This design comes from an exercise in tuning for small area, a short achievable clock period and few clock cycles on the open sky130 flow, not from production work.
Only simulation tests tie the RTL to the original design; equivalence was not proved.
The clock port is modelled as an ideal driver; clocking choices that lean on that would not hold on a real chip.
Power figures rest on the tool's default switching activity, not on a simulated workload.

==> flow/design.v <==
`timescale 1ns/1ps
module RISC_V(clk, rst, mem_addr, mem_wdata, mem_we, mem_rdata);
    input clk, rst;
    input  [15:0] mem_rdata;
    output [15:0] mem_addr;
    output [15:0] mem_wdata;
    output        mem_we;
    reg  [15:1] fa;         
    reg  [15:0] ir;         
    reg  [7:0]  sa, sb;     
    reg         iv;         
    reg         mem;        
    reg  [15:0] ea;         
    reg  [2:0]  mrd;        
    reg         mst;        
    reg  [15:0] rf [0:7];
    integer k;
    wire [15:0] w      = mem_rdata;
    wire        w_jump = ~mem & (w[14:12] == 3'b100);
    wire        w_pt   = ~mem & (w[14:12] == 3'b011) & w[15];   
    wire [15:1] inc    = w_jump ? {{4{w[15]}}, w[11:1]} :
                         w_pt   ? {{12{w[15]}}, w[9], w[2:1]} : {14'd0, ~mem};
    wire [15:1] fnext  = fa + inc;
    wire [2:0] op  = ir[14:12];
    wire [2:0] f3  = ir[2:0];
    wire       exv = iv & ~mem;
    wire is_r  = (op == 3'b000);
    wire is_l  = (op == 3'b001);
    wire is_s  = (op == 3'b010);
    wire is_b  = (op == 3'b011);
    wire is_i  = (op == 3'b101);
    reg [15:0] a, b;
    always @(*) begin
        a = 16'd0;
        b = 16'd0;
        for (k = 0; k < 8; k = k + 1) begin
            a = a | ({16{sa[k]}} & rf[k]);
            b = b | ({16{sb[k]}} & rf[k]);
        end
    end
    wire [15:0] immI = {{10{ir[15]}}, ir[8:6], ir[2:0]};
    wire [15:0] immS = {{10{ir[15]}}, ir[5:0]};
    wire        sub  = is_b | (is_r & ~f3[2] & (f3[1] | f3[0]));
    wire [15:0] op2  = (is_r | is_b) ? (sub ? ~b : b) : (is_s ? immS : immI);
    wire [15:0] sum  = a + op2 + {15'd0, sub};
    wire        lt   = (a[15] ^ b[15]) ? a[15] : sum[15];
    wire        eq   = (a == b);
    reg [15:0] res;
    always @(*) begin
        if (is_r & (f3 == 3'b111))      res = a & b;
        else if (is_r & (f3 == 3'b110)) res = a | b;
        else if (is_r & (f3 == 3'b010)) res = {15'd0, lt};
        else                            res = sum;
    end
    wire [4:0]  bimm  = {ir[15], ir[15], ir[9], ir[2:1]};         
    wire [4:0]  boff  = ir[15] ? (5'd1 - bimm) : (bimm - 5'd1);
    wire [15:1] alt   = fa + {{10{boff[4]}}, boff};
    wire taken    = ir[11] ? lt : (eq ^ ir[10]);
    wire redirect = exv & is_b & (taken ^ ir[15]);
    wire        ex_we = exv & (is_r | is_i);
    wire        wen   = mem ? ~mst : ex_we;
    wire [2:0]  wa    = mem ? mrd : ir[11:9];
    wire [15:0] wd    = mem ? mem_rdata : res;
    always @(posedge clk)
        if (wen) rf[wa] <= wd;
    always @(posedge clk or posedge rst) begin
        if (rst) begin
            fa  <= 15'd0;
            iv  <= 1'b0;
            mem <= 1'b0;
        end else begin
            mem <= exv & (is_l | is_s);
            fa <= ({15{redirect}} & alt) | ({15{~redirect}} & fnext);
            if (~mem)
                iv <= ~redirect;
        end
    end
    wire keep_b = mem | (exv & is_s);
    always @(posedge clk) begin
        if (~mem)
            ir <= w;
        for (k = 0; k < 8; k = k + 1) begin
            sa[k] <= mem ? (ir[5:3] == k) : (w[5:3] == k);
            sb[k] <= keep_b ? (ir[8:6] == k) : (w[8:6] == k);
        end
        ea  <= sum;
        mrd <= ir[11:9];
        mst <= is_s;
    end
    assign mem_addr  = mem ? ea : {fa, 1'b0};
    assign mem_wdata = b;
    assign mem_we    = mem & mst;
endmodule
clock: 8.0 ns
lec_check: 0
abc_area: 1
cap_margin: 20
core_margin: 2
core_utilization: 40
setup_slack_margin: 4.2
slew_margin: 20
standard.sh (not shown) runs the stock make flow with config.mk's settings and CLKGATE_MAP_FILE= SYNTH_SCRIPT=/design/flow/synth_recipe.tcl, a recipe that flattens the netlist after the stock synthesis.
==> flow/flow/run.sh <==
#!/bin/bash
# The standard layout (standard.sh) with four changes:
# - synthesis leaves adders to ABC instead of mapping them onto the
#   library's full/half-adder cells (ADDER_MAP_FILE empty);
# - ABC maps with flow/abc_area.script (ABC_AREA is 1): the ORFS scripts are
#   copied into scripts/ here with only that file replaced. The registers
#   are the standard synthesis's;
# - plain buffers on the ports (buffer_ports otherwise picks delay cells);
# - after the post-CTS timing repair, a downsizing pass that keeps the
#   setup slack at or above SETUP_SLACK_MARGIN (flow/area_recover.tcl).
# Full tool output goes to standard.log.
set -e
export FLOW_FLOW_DIR=$PWD/flow
rm -rf scripts
cp -r "$FLOW_HOME/scripts" scripts
cp flow/abc_area.script scripts/abc_area.script
export SCRIPTS_DIR=$PWD/scripts
export ADDER_MAP_FILE=
export BUFFER_PORTS_ARGS="-buffer_cell sky130_fd_sc_hd__buf_1"
export POST_CTS_TCL=$FLOW_FLOW_DIR/post_cts.tcl
bash standard.sh > standard.log 2>&1
==> flow/flow/abc_area.script <==
strash
dch
amap
topo
stime -c
buffer -c
upsize -c
dnsize -c
==> flow/flow/post_cts.tcl <==
# After CTS and its timing repair: give back the drive strength that repair
# added where the setup slack stays at or above the repair margin, then
# legalize the placement again.
source $::env(FLOW_FLOW_DIR)/area_recover.tcl
area_recover $::env(SETUP_SLACK_MARGIN)
detailed_placement
check_placement -verbose
Other scripts of this flow, unchanged in this note and not shown: flow/flow/area_recover.tcl
Testbench counts at the start, summed over its fixed seeds: cycles 40,390.
Edit:
==> flow/flow/run.sh (replaced) <==
#!/bin/bash
# The standard layout (standard.sh) with these changes:
# - synthesis leaves adders to ABC instead of mapping them onto the
#   library's full/half-adder cells (ADDER_MAP_FILE empty); the registers
#   are the standard synthesis's;
# - adders' carry logic is yosys's own (SYNTH_OPERATIONS_ARGS replaces the
#   Kogge-Stone extra map that ORFS adds by default);
# - plain buffers on the ports (buffer_ports otherwise picks delay cells);
# - after the post-CTS timing repair, a downsizing pass (flow/area_recover.tcl)
#   that keeps the setup slack at or above SETUP_SLACK_MARGIN.
# Full tool output goes to standard.log.
set -e
export FLOW_FLOW_DIR=$PWD/flow
export ADDER_MAP_FILE=
export SYNTH_OPERATIONS_ARGS=-noshare
export BUFFER_PORTS_ARGS="-buffer_cell sky130_fd_sc_hd__buf_1"
export POST_CTS_TCL=$FLOW_FLOW_DIR/post_cts.tcl
bash standard.sh > standard.log 2>&1
==> flow/flow/post_cts.tcl (replaced) <==
# After CTS and its timing repair: give back the drive strength that repair
# added where the setup slack stays at or above the repair margin (two
# passes, as one downsizing can make room for another), then legalize the
# placement again.
source $::env(FLOW_FLOW_DIR)/area_recover.tcl
area_recover $::env(SETUP_SLACK_MARGIN)
area_recover $::env(SETUP_SLACK_MARGIN)
detailed_placement
check_placement -verbose
removed: flow/flow/abc_area.script
The changed run completed with no timing, DRC or antenna violations.
Final area rose by about 1.7%.
Die area went up by 9.2%.
Via count is higher by about 4%.
Register-to-register slack is better by 0.84 ns.
First-iteration DRC count fell by 30%.
Global-route usage came out lower by 1.5 points.
Core utilization goes down by 3.7 points.
Sequential share of layout area went down by 0.73 points.
Edit:
==> flow/flow/run.sh (replaced) <==
#!/bin/bash
# The standard layout (standard.sh) with three changes:
# - synthesis leaves adders to ABC instead of mapping them onto the
#   library's full/half-adder cells (ADDER_MAP_FILE empty); the registers
#   are the standard synthesis's;
# - plain buffers on the ports (buffer_ports otherwise picks delay cells);
# - after the post-CTS timing repair, a downsizing pass that keeps the setup slack at or above SETUP_SLACK_MARGIN.
# Full tool output goes to standard.log.
set -e
export FLOW_FLOW_DIR=$PWD/flow
export ADDER_MAP_FILE=
export BUFFER_PORTS_ARGS="-buffer_cell sky130_fd_sc_hd__buf_1"
export POST_CTS_TCL=$FLOW_FLOW_DIR/post_cts.tcl
bash standard.sh > standard.log 2>&1
==> flow/flow/post_cts.tcl (replaced) <==
# After CTS and its timing repair: give back the drive strength that repair
# added where the setup slack stays at or above the repair margin, then
# legalize the placement again.
source $::env(FLOW_FLOW_DIR)/area_recover.tcl
area_recover $::env(SETUP_SLACK_MARGIN)
detailed_placement
check_placement -verbose
- CORE_UTILIZATION: 40 -> 55
- SETUP_SLACK_MARGIN: 4.2 -> 4.4
The new run completed without violations.
Clock power is higher by a little under a tenth.
Maximum frequency rose by a few percent.
Wire length grows by a few percent.
Power is lower slightly.
Global-route usage climbs by 9.1 points.
Core utilization rose by 16 points.
Sequential share of layout area fell by 1.4 points.
Worst setup slack is better by 0.24 ns.
Critical path depth is higher by 1.


Starts from the design.v that is shown in full above.
==> flow/config.mk <==
export PLATFORM = sky130hd
export DESIGN_NAME = RISC_V
export DESIGN_NICKNAME = RISC_V
export VERILOG_FILES = /design/flow/design.v
export SDC_FILE = /design/flow/constraint.sdc
export NUM_CORES = 4
export LEC_CHECK = 0
export ABC_AREA = 1
export CAP_MARGIN = 20
export CORE_MARGIN = 2
export CORE_UTILIZATION = 40
export PLACE_DENSITY = 0.7
export SETUP_SLACK_MARGIN = 4.4
export SLEW_MARGIN = 20
==> flow/constraint.sdc <==
create_clock -name core_clock -period 8.0 [get_ports {clk}]
set_input_delay 1.6000 -clock core_clock [delete_from_list [all_inputs] [get_ports {clk}]]
set_output_delay 1.6000 -clock core_clock [all_outputs]
set_load 0.01 [all_outputs]
==> flow/flow/run.sh <==
#!/bin/bash
# The standard layout (standard.sh) with three changes:
# - synthesis leaves adders to ABC instead of mapping them onto the
#   library's full/half-adder cells (ADDER_MAP_FILE empty); the registers
#   are the standard synthesis's;
# - plain buffers on the ports (buffer_ports otherwise picks delay cells);
# - after the post-CTS timing repair, a downsizing pass that keeps the setup slack at or above SETUP_SLACK_MARGIN.
# Full tool output goes to standard.log.
set -e
export FLOW_FLOW_DIR=$PWD/flow
export ADDER_MAP_FILE=
export BUFFER_PORTS_ARGS="-buffer_cell sky130_fd_sc_hd__buf_1"
export POST_CTS_TCL=$FLOW_FLOW_DIR/post_cts.tcl
bash standard.sh > standard.log 2>&1
==> flow/flow/post_cts.tcl <==
# After CTS and its timing repair: give back the drive strength that repair
# added where the setup slack stays at or above the repair margin, then
# legalize the placement again.
source $::env(FLOW_FLOW_DIR)/area_recover.tcl
area_recover $::env(SETUP_SLACK_MARGIN)
detailed_placement
check_placement -verbose
Other scripts of this flow, unchanged in this note and not shown: flow/flow/area_recover.tcl
The starting point ran to the end with no violations.
Testbench counts at the start, summed over its fixed seeds: cycles 40,390.
==> next run, changes <==
--- a/flow/config.mk
+++ b/flow/config.mk
@@ -10,4 +10,3 @@
 export CORE_MARGIN = 2
-export CORE_UTILIZATION = 40
-export PLACE_DENSITY = 0.7
+export CORE_UTILIZATION = 50
 export SETUP_SLACK_MARGIN = 4.4
What happened: The new run passed the timing, DRC and antenna checks. First-iteration DRC count is lower by a few percent. Wire length grows by a few percent. Hold slack improved by 0.035 ns. Total power goes up by a few percent. Via count is lower slightly. Setup slack got worse by 0.011 ns. Die area fell by about a fifth.
==> next run, changes <==
==> flow/flow/run.sh (replaced) <==
#!/bin/bash
# The standard layout (standard.sh) with these changes:
# - synthesis leaves adders to ABC instead of mapping them onto the
#   library's full/half-adder cells (ADDER_MAP_FILE empty); the registers
#   are the standard synthesis's;

# - plain buffers on the ports (buffer_ports otherwise picks delay cells);
# - after the post-CTS timing repair, a downsizing pass (flow/area_recover.tcl)
#   that keeps the setup slack at or above SETUP_SLACK_MARGIN.
# Full tool output goes to standard.log.
set -e
export FLOW_FLOW_DIR=$PWD/flow
export ADDER_MAP_FILE=

export BUFFER_PORTS_ARGS="-buffer_cell sky130_fd_sc_hd__buf_1"
export POST_CTS_TCL=$FLOW_FLOW_DIR/post_cts.tcl
bash standard.sh > standard.log 2>&1
==> flow/flow/post_cts.tcl (replaced) <==
# After CTS and its timing repair: give back the drive strength that repair
# added where the setup slack stays at or above the repair margin (two
# passes, as one downsizing can make room for another), then legalize the
# placement again.
source $::env(FLOW_FLOW_DIR)/area_recover.tcl
area_recover $::env(SETUP_SLACK_MARGIN)
area_recover $::env(SETUP_SLACK_MARGIN)
detailed_placement
check_placement -verbose
--- a/flow/config.mk
+++ b/flow/config.mk
@@ -10,4 +10,4 @@
 export CORE_MARGIN = 2
-export CORE_UTILIZATION = 50
-export SETUP_SLACK_MARGIN = 4.4
+export CORE_UTILIZATION = 40
+export SETUP_SLACK_MARGIN = 4.3
 export SLEW_MARGIN = 20
Total power is lower by 2.4%.
Hold slack gets worse by 0.030 ns.
Non-clock buffer count went down by 18.
Worst setup slack gains 0.019 ns.
==> next run, changes <==
--- a/flow/flow/run.sh
+++ b/flow/flow/run.sh
@@ -5,3 +5,4 @@
 #   are the standard synthesis's;
-
+# - adders' carry logic is yosys's own (SYNTH_OPERATIONS_ARGS replaces the
+#   Kogge-Stone extra map that ORFS adds by default);
 # - plain buffers on the ports (buffer_ports otherwise picks delay cells);
@@ -13,3 +14,3 @@
 export ADDER_MAP_FILE=
-
+export SYNTH_OPERATIONS_ARGS=-noshare
 export BUFFER_PORTS_ARGS="-buffer_cell sky130_fd_sc_hd__buf_1"
--- a/flow/config.mk
+++ b/flow/config.mk
@@ -11,3 +11,3 @@
 export CORE_UTILIZATION = 40
-export SETUP_SLACK_MARGIN = 4.3
+export SETUP_SLACK_MARGIN = 4.4
 export SLEW_MARGIN = 20
Global-route usage climbs by 0.75 points.
Total power climbs by 8.9%.
Die area drops by 6.0%.
Final cell count drops by 8.6%.
Worst setup slack gets worse by 0.14 ns.
Register-to-register slack gets worse by 0.10 ns.
Critical path depth climbs by 22.
Final area climbs by 0.70%.
Non-clock buffer count climbs by 49.
Clock power climbs by 3.3%.
Flip-flop and latch count is unchanged.
==> next run, changes <==
==> flow/flow/run.sh (replaced) <==
#!/bin/bash
# The standard layout (standard.sh) with three changes:
# - synthesis leaves adders to ABC instead of mapping them onto the
#   library's full/half-adder cells (ADDER_MAP_FILE empty); the registers
#   are the standard synthesis's;
# - plain buffers on the ports (buffer_ports otherwise picks delay cells);
# - after the post-CTS timing repair, a downsizing pass that keeps the setup slack at or above SETUP_SLACK_MARGIN.
# Full tool output goes to standard.log.
set -e
export FLOW_FLOW_DIR=$PWD/flow
export ADDER_MAP_FILE=
export BUFFER_PORTS_ARGS="-buffer_cell sky130_fd_sc_hd__buf_1"
export POST_CTS_TCL=$FLOW_FLOW_DIR/post_cts.tcl
bash standard.sh > standard.log 2>&1
==> flow/flow/post_cts.tcl (replaced) <==
# After CTS and its timing repair: give back the drive strength that repair
# added where the setup slack stays at or above the repair margin, then
# legalize the placement again.
source $::env(FLOW_FLOW_DIR)/area_recover.tcl
area_recover $::env(SETUP_SLACK_MARGIN)
detailed_placement
check_placement -verbose
--- a/flow/config.mk
+++ b/flow/config.mk
@@ -11,3 +11,3 @@
 export CORE_UTILIZATION = 40
-export SETUP_SLACK_MARGIN = 4.4
+export SETUP_SLACK_MARGIN = 4.6
 export SLEW_MARGIN = 20
The new run completed without violations; clock power came out lower by 4.8%; combinational power came out lower by about 4%; synthesized cell count came out higher by 17%; setup slack improves by 0.26 ns; via count came out higher by 9.5%; total power came out lower by 3.4%; critical path depth came out lower by 7; wire length came out higher by 5.5%; hold slack degrades by 0.0078 ns.


## run 1
Starts from the design.v that is shown in full above.
==> flow/config.mk <==
export PLATFORM = sky130hd
export DESIGN_NAME = RISC_V
export DESIGN_NICKNAME = RISC_V
export VERILOG_FILES = /design/flow/design.v
export SDC_FILE = /design/flow/constraint.sdc
export NUM_CORES = 4
export LEC_CHECK = 0
export ABC_AREA = 1
export CAP_MARGIN = 10
export CORE_MARGIN = 2
export CORE_UTILIZATION = 40
export SETUP_SLACK_MARGIN = 4.3
export SLEW_MARGIN = 10
==> flow/constraint.sdc <==
create_clock -name core_clock -period 8.0 [get_ports {clk}]
set_input_delay 1.6000 -clock core_clock [delete_from_list [all_inputs] [get_ports {clk}]]
set_output_delay 1.6000 -clock core_clock [all_outputs]
set_load 0.01 [all_outputs]
==> flow/flow/run.sh <==
#!/bin/bash
# The standard layout (standard.sh) with these changes:
# - synthesis leaves adders to ABC instead of mapping them onto the
#   library's full/half-adder cells (ADDER_MAP_FILE empty); the registers
#   are the standard synthesis's;

# - plain buffers on the ports (buffer_ports otherwise picks delay cells);
# - after the post-CTS timing repair, a downsizing pass (flow/area_recover.tcl)
#   that keeps the setup slack at or above SETUP_SLACK_MARGIN.
# Full tool output goes to standard.log.
set -e
export FLOW_FLOW_DIR=$PWD/flow
export ADDER_MAP_FILE=

export BUFFER_PORTS_ARGS="-buffer_cell sky130_fd_sc_hd__buf_1"
export POST_CTS_TCL=$FLOW_FLOW_DIR/post_cts.tcl
bash standard.sh > standard.log 2>&1
==> flow/flow/post_cts.tcl <==
# After CTS and its timing repair: give back the drive strength that repair
# added where the setup slack stays at or above the repair margin (two
# passes, as one downsizing can make room for another), then legalize the
# placement again.
source $::env(FLOW_FLOW_DIR)/area_recover.tcl
area_recover $::env(SETUP_SLACK_MARGIN)
area_recover $::env(SETUP_SLACK_MARGIN)
detailed_placement
check_placement -verbose
Other scripts of this flow, unchanged in this note and not shown: flow/flow/area_recover.tcl
Run 1 ended with every stage complete and zero timing, DRC or antenna violations.
Testbench counts of run 1, summed over its fixed seeds: cycles 40,390.
diff inputs: run 1 => run 2
Settings: changing SETUP_SLACK_MARGIN from 4.3 to 4.5; changing CAP_MARGIN from 10 to 20; changing SLEW_MARGIN from 10 to 20.
diff --git a/flow/flow/run.sh b/flow/flow/run.sh
--- a/flow/flow/run.sh
+++ b/flow/flow/run.sh
@@ -2 +2 @@
-# The standard layout (standard.sh) with these changes:
+# The standard layout (standard.sh) with three changes:
@@ -6 +5,0 @@
-
@@ -8,2 +7 @@
-# - after the post-CTS timing repair, a downsizing pass (flow/area_recover.tcl)
-#   that keeps the setup slack at or above SETUP_SLACK_MARGIN.
+# - after the post-CTS timing repair, a downsizing pass that keeps the setup slack at or above SETUP_SLACK_MARGIN.
@@ -14 +11,0 @@
-
==> flow/flow/post_cts.tcl <==
# After CTS and its timing repair: give back the drive strength that repair
# added where the setup slack stays at or above the repair margin, then
# legalize the placement again.
source $::env(FLOW_FLOW_DIR)/area_recover.tcl
area_recover $::env(SETUP_SLACK_MARGIN)
detailed_placement
check_placement -verbose
## What came out
Going from run 1 to run 2, total internal power went up 0.096 mW, slew of the pin with the lowest slew margin went down 0.22 ns, count of clock-buffer cells in the layout went down 1.
NOTE combinational power run 1->run 2 increased by a few percent
Lower power consumption among run 2 and run 1: run 1
diff inputs: run 2 => run 3
Settings: SETUP_SLACK_MARGIN changed from 4.5 to 4.4.
diff --git a/flow/flow/run.sh b/flow/flow/run.sh
--- a/flow/flow/run.sh
+++ b/flow/flow/run.sh
@@ -2 +2 @@
-# The standard layout (standard.sh) with three changes:
+# The standard layout (standard.sh) with four changes:
@@ -4 +4,3 @@
-#   library's full/half-adder cells (ADDER_MAP_FILE empty); the registers
+#   library's full/half-adder cells (ADDER_MAP_FILE empty);
+# - ABC maps with flow/abc_area.script (ABC_AREA is 1): the ORFS scripts are
+#   copied into scripts/ here with only that file replaced. The registers
@@ -7 +9,2 @@
-# - after the post-CTS timing repair, a downsizing pass that keeps the setup slack at or above SETUP_SLACK_MARGIN.
+# - after the post-CTS timing repair, a downsizing pass that keeps the
+#   setup slack at or above SETUP_SLACK_MARGIN (flow/area_recover.tcl).
@@ -10,0 +14,4 @@
+rm -rf scripts
+cp -r "$FLOW_HOME/scripts" scripts
+cp flow/abc_area.script scripts/abc_area.script
+export SCRIPTS_DIR=$PWD/scripts
==> flow/flow/abc_area.script (new file) <==
strash
dch
amap
topo
stime -c
buffer -c
upsize -c
dnsize -c
--- outcome ---
- Run 2 → run 3: core occupancy in the finished layout now larger, total met2 wirelength after detailed routing now smaller, relative slew slack now smaller.
- Taking run 2 as the reference, in run 3 routed wire length went down, share of final layout cell area taken by non-clock buffers went up.
- Of run 3 and run 2, the lower setup slack belongs to run 3.
Edits applied to the flow inputs when going from run 3 to run 4:
==> flow/flow/run.sh <==
#!/bin/bash
# The standard layout (standard.sh) with three changes:
# - synthesis leaves adders to ABC instead of mapping them onto the
#   library's full/half-adder cells (ADDER_MAP_FILE empty); the registers
#   are the standard synthesis's;
# - plain buffers on the ports (buffer_ports otherwise picks delay cells);
# - after the post-CTS timing repair, a downsizing pass that keeps the setup slack at or above SETUP_SLACK_MARGIN.
# Full tool output goes to standard.log.
set -e
export FLOW_FLOW_DIR=$PWD/flow
export ADDER_MAP_FILE=
export BUFFER_PORTS_ARGS="-buffer_cell sky130_fd_sc_hd__buf_1"
export POST_CTS_TCL=$FLOW_FLOW_DIR/post_cts.tcl
bash standard.sh > standard.log 2>&1
removed: flow/flow/abc_area.script
- Run 4 completed every stage of the flow, and the final layout passed the timing, DRC and antenna checks.
- Having completed the whole flow, run 3 delivered a layout that passed the timing, DRC and antenna checks.
- Relative to run 3, the critical path data required time of run 4 is lower by 1.93 ns.
- Run 4 vs run 3, initial standard-cell utilization of the core went down by 0.18 points.
- Met1 global-route usage: higher on run 3

## separate check: timing with driven ports
Ports are ideal in the flow. The routed layouts listed here were re-timed in OpenROAD. Step 1 sets driving cells, clkbuf_16 on the clock port and buf_2 on the other inputs (assumed; they add their load-dependent delay and slew). Step 2, shift: input delay + t, output delay - t, t = (earliest + latest rising clock arrival at the registers) / 2. This alone moves slack from input paths to output paths. a / b / c = ideal ports / drivers / drivers and shift; a / b = the first two.
run | t (ns) | slack for setup (ns) | worst hold slack (ns) | clock arrival spread, ns | worst register clock-pin slew, ns
the first run of note 1 | 0.485 | 3.518 / 3.518 / 3.167 | 0.469 / 0.469 / 0.469 | 0.026 / 0.026 | 0.08 / 0.08
the second run of note 1 | 0.481 | 4.283 / 4.231 / 3.870 | 0.428 / 0.428 / 0.428 | 0.031 / 0.031 | 0.09 / 0.09
the third run of note 1 | 0.478 | 4.520 / 4.470 / 4.151 | 0.410 / 0.410 / 0.410 | 0.031 / 0.031 | 0.09 / 0.09
the first run of note 2 | 0.483 | 4.486 / 4.486 / 4.099 | 0.419 / 0.419 / 0.419 | 0.029 / 0.029 | 0.08 / 0.08
the second run of note 2 | 0.472 | 4.475 / 4.475 / 4.136 | 0.454 / 0.454 / 0.454 | 0.044 / 0.043 | 0.09 / 0.09
the third run of note 2 | 0.483 | 4.493 / 4.445 / 4.097 | 0.425 / 0.425 / 0.425 | 0.024 / 0.024 | 0.08 / 0.08
the fourth run of note 2 | 0.486 | 4.355 / 4.364 / 3.878 | 0.427 / 0.427 / 0.427 | 0.026 / 0.026 | 0.08 / 0.08
the fifth run of note 2 | 0.483 | 4.614 / 4.629 / 4.145 | 0.419 / 0.419 / 0.419 | 0.021 / 0.021 | 0.08 / 0.08
run 1 | 0.482 | 4.489 / 4.442 / 4.079 | 0.423 / 0.423 / 0.423 | 0.026 / 0.027 | 0.08 / 0.08
run 2 | 0.488 | 4.598 / 4.547 / 4.147 | 0.431 / 0.431 / 0.431 | 0.028 / 0.028 | 0.09 / 0.09
run 3 | 0.474 | 3.506 / 3.506 / 3.192 | 0.518 / 0.518 / 0.518 | 0.032 / 0.032 | 0.09 / 0.09
run 4 | 0.481 | 4.490 / 4.441 / 4.146 | 0.424 / 0.424 / 0.424 | 0.026 / 0.025 | 0.08 / 0.08
After both steps setup and hold are still met in every run listed. For the fourth run of note 2, which loses most, drivers alone change the setup slack by +0.009 ns; drivers and shift together by -0.477 ns.
